What follows belongs to an exercise in optimizing a design on an open flow for small area and a short achievable clock period; a production flow would make more cautious choices. At most, simulation tests tie the RTL to the original design; equivalence was not proved. No activity file was given, so power comes from the tool's default toggle rates.

Design systolic_top, start of the top module:
module systolic_top (
    input  logic         i_clk,
    input  logic         i_nrst,
    input  logic         i_reg_clear,
    input  logic         i_pe_en,
    input  logic         i_psum_out_en,
    input  logic [1:0]   i_mode,
    input  logic [63:0]  i_ifmap,    
    input  logic [7:0]   i_weight,
    output logic [127:0] o_ofmap     
);
For scale: about 3700 cells after synthesis, about 210 I/O pins, ~37000 um2 of cells after synthesis.
clock: 10.0 ns
lec_check: 0
cap_margin: 20
core_margin: 2
core_utilization: 40
cts_buf_list: sky130_fd_sc_hd__clkbuf_8
cts_cluster_diameter: 60
cts_cluster_size: 16
setup_slack_margin: 5
slew_margin: 20
standard.sh (not shown) runs the stock make flow with config.mk's settings and CLKGATE_MAP_FILE= SYNTH_SCRIPT=/design/flow/synth_recipe.tcl, a recipe that flattens the netlist after the stock synthesis.
==> flow/flow/run.sh <==
#!/bin/bash
# Standard layout, with one netlist step between synthesis and floorplan:
# fixpol.py removes polarity inverters around full-adder cells (a full adder
# inverted on all three inputs gives both outputs inverted), choosing which
# adders to take in inverted polarity so that the fewest inverters remain.
# Registers and all other cells are left as the standard synthesis made them.
set -euo pipefail
R=orfs/results/${FLOW_PLATFORM}/systolic_top/base
bash standard.sh synth > synth.log 2>&1
cp $R/1_2_yosys.v 1_2_yosys.orig.v
python3 flow/fixpol.py 1_2_yosys.orig.v $R/1_2_yosys.v > fixpol.log 2>&1
rm -f $R/1_synth.odb $R/1_synth.sdc
bash standard.sh finish > layout.log 2>&1
Other scripts of this flow, unchanged in this note and not shown: flow/flow/fixpol.py
Rerun with:
--- a/flow/design.v
+++ b/flow/design.v
@@ -11,18 +11,16 @@
 );
     assign s  = a ^ b;
     assign co = a & b;
 endmodule
 module mFU (
     input  logic [7:0]  a, b,
-    input  logic        s_2, s_4, s_8, s_48,
+    input  logic        s_2, s_4, s_8, s_24, s_48, s_248,
     input  logic [15:0] acc,
     output logic [15:0] sum
 );
-    wire s_24 = s_2 | s_4;
-    wire s_248 = s_2 | s_4 | s_8;
     wire p0_0 = ((s_48&(a[0]&b[0])))|(s_2&((~a[1]&a[0]&~b[1]&b[0])|(~a[1]&a[0]&b[1]&b[0])|(a[1]&a[0]&~b[1]&b[0])|(a[1]&a[0]&b[1]&b[0])));
     wire p0_1 = ((s_4&(a[4]&b[4])))|(s_2&((~a[3]&a[2]&~b[3]&b[2])|(~a[3]&a[2]&b[3]&b[2])|(a[3]&a[2]&~b[3]&b[2])|(a[3]&a[2]&b[3]&b[2])));
     wire p0_2 = (s_2&((~a[5]&a[4]&~b[5]&b[4])|(~a[5]&a[4]&b[5]&b[4])|(a[5]&a[4]&~b[5]&b[4])|(a[5]&a[4]&b[5]&b[4])));
     wire p0_3 = (s_2&((~a[7]&a[6]&~b[7]&b[6])|(~a[7]&a[6]&b[7]&b[6])|(a[7]&a[6]&~b[7]&b[6])|(a[7]&a[6]&b[7]&b[6])));
     wire p0_4 = acc[0];
     wire p1_0 = ((s_48&(a[0]&b[1])))|(s_2&((~a[1]&~a[0]&~b[1]&~b[0])|(~a[1]&~a[0]&~b[1]&b[0])|(~a[1]&~a[0]&b[1]&~b[0])|(~a[1]&~a[0]&b[1]&b[0])|(~a[1]&a[0]&~b[1]&~b[0])|(~a[1]&a[0]&~b[1]&b[0])|(a[1]&~a[0]&~b[1]&~b[0])|(a[1]&~a[0]&b[1]&~b[0])|(a[1]&a[0]&~b[1]&~b[0])|(a[1]&a[0]&b[1]&b[0])));
@@ -268,13 +266,13 @@
     input  logic [7:0]  i_ifmap, i_weight,
     output logic [7:0]  o_weight,
     output logic [15:0] o_ofmap
 );
     logic [7:0]  w_q, a_q;
     logic [15:0] acc_q, out_q, sum;
-    logic        s_2, s_4, s_8, s_48;
+    logic        s_2, s_4, s_8, s_24, s_48, s_248;
     wire go = i_pe_en & ~i_reg_clear & ~i_psum_out_en & (|i_ifmap);
     wire d8 = go & (i_mode == 2'b00);
     wire d4 = go & (i_mode == 2'b01);
     wire d2 = go & (i_mode == 2'b10);
     wire clr_acc = i_reg_clear & ~i_psum_out_en;
     always_ff @(posedge i_clk or negedge i_nrst) begin
@@ -282,30 +280,34 @@
             w_q   <= 8'd0;
             acc_q <= 16'd0;
             out_q <= 16'd0;
             s_2 <= 1'b0;
             s_4 <= 1'b0;
             s_8 <= 1'b0;
+            s_24 <= 1'b0;
             s_48 <= 1'b0;
+            s_248 <= 1'b0;
         end else begin
             if (i_reg_clear)      w_q <= 8'd0;
             else if (i_pe_en)     w_q <= i_weight;
             s_2 <= d2;
             s_4 <= d4;
             s_8 <= d8;
+            s_24 <= d2 | d4;
             s_48 <= d4 | d8;
+            s_248 <= d2 | d4 | d8;
             acc_q <= clr_acc ? 16'd0 : sum;
             if (i_psum_out_en) begin
                 out_q <= sum;
             end else if (i_reg_clear) begin
                 out_q <= 16'd0;
             end
         end
     end
     always_ff @(posedge i_clk) a_q <= i_ifmap;
-    mFU mfu (.a(a_q), .b(w_q), .s_2(s_2), .s_4(s_4), .s_8(s_8), .s_48(s_48), .acc(acc_q), .sum(sum));
+    mFU mfu (.a(a_q), .b(w_q), .s_2(s_2), .s_4(s_4), .s_8(s_8), .s_24(s_24), .s_48(s_48), .s_248(s_248), .acc(acc_q), .sum(sum));
     assign o_weight = w_q;
     assign o_ofmap  = out_q;
 endmodule
 module systolic_array #(
     parameter int HEIGHT = 8
 ) (
=> The changed run produced a clean layout. Die area increases by 0.90%. First-iteration DRC count decreases by 5.4%. Clock-buffer cell count decreases by 4. Cell area stays flat. Sequential power stays flat. Setup slack improved by 0.0045 ns. Register-to-register slack hardly moves.
Only the layout flow was run in the first run of this note; the RTL was not checked for function there.

[what the ideal ports hide]
No port has a modelled driver above. Below, the same layouts with a new extraction and two added sets of constraints.
Step 1 assumes that a clkbuf_16 drives the clock port and a buf_2 every other input.
Step 2 adds t to the input delays and takes it off the output delays; t is the mean of the earliest and latest rising clock arrival at the registers after step 1. Input paths then give back, and output paths get back, about the clock's delay inside the block.
Slacks: no drivers / after step 1 / after step 2; pairs: no drivers / after step 1.
run | shift t [ns] | setup slack, ns | hold WS [ns] | clock arrival spread, ns | slew at the worst register clock pin (ns)
the first run | 0.760 | 5.211 / 5.211 / 4.952 | 0.484 / 0.484 / 0.484 | 0.048 / 0.049 | 0.11 / 0.11
the second run | 0.768 | 5.216 / 5.216 / 5.216 | 0.484 / 0.484 / 0.484 | 0.031 / 0.031 | 0.11 / 0.11
After both steps setup and hold are still met in every run listed. For the first run, which loses most, drivers alone change the setup slack by 0.000 ns; drivers and shift together by -0.259 ns.
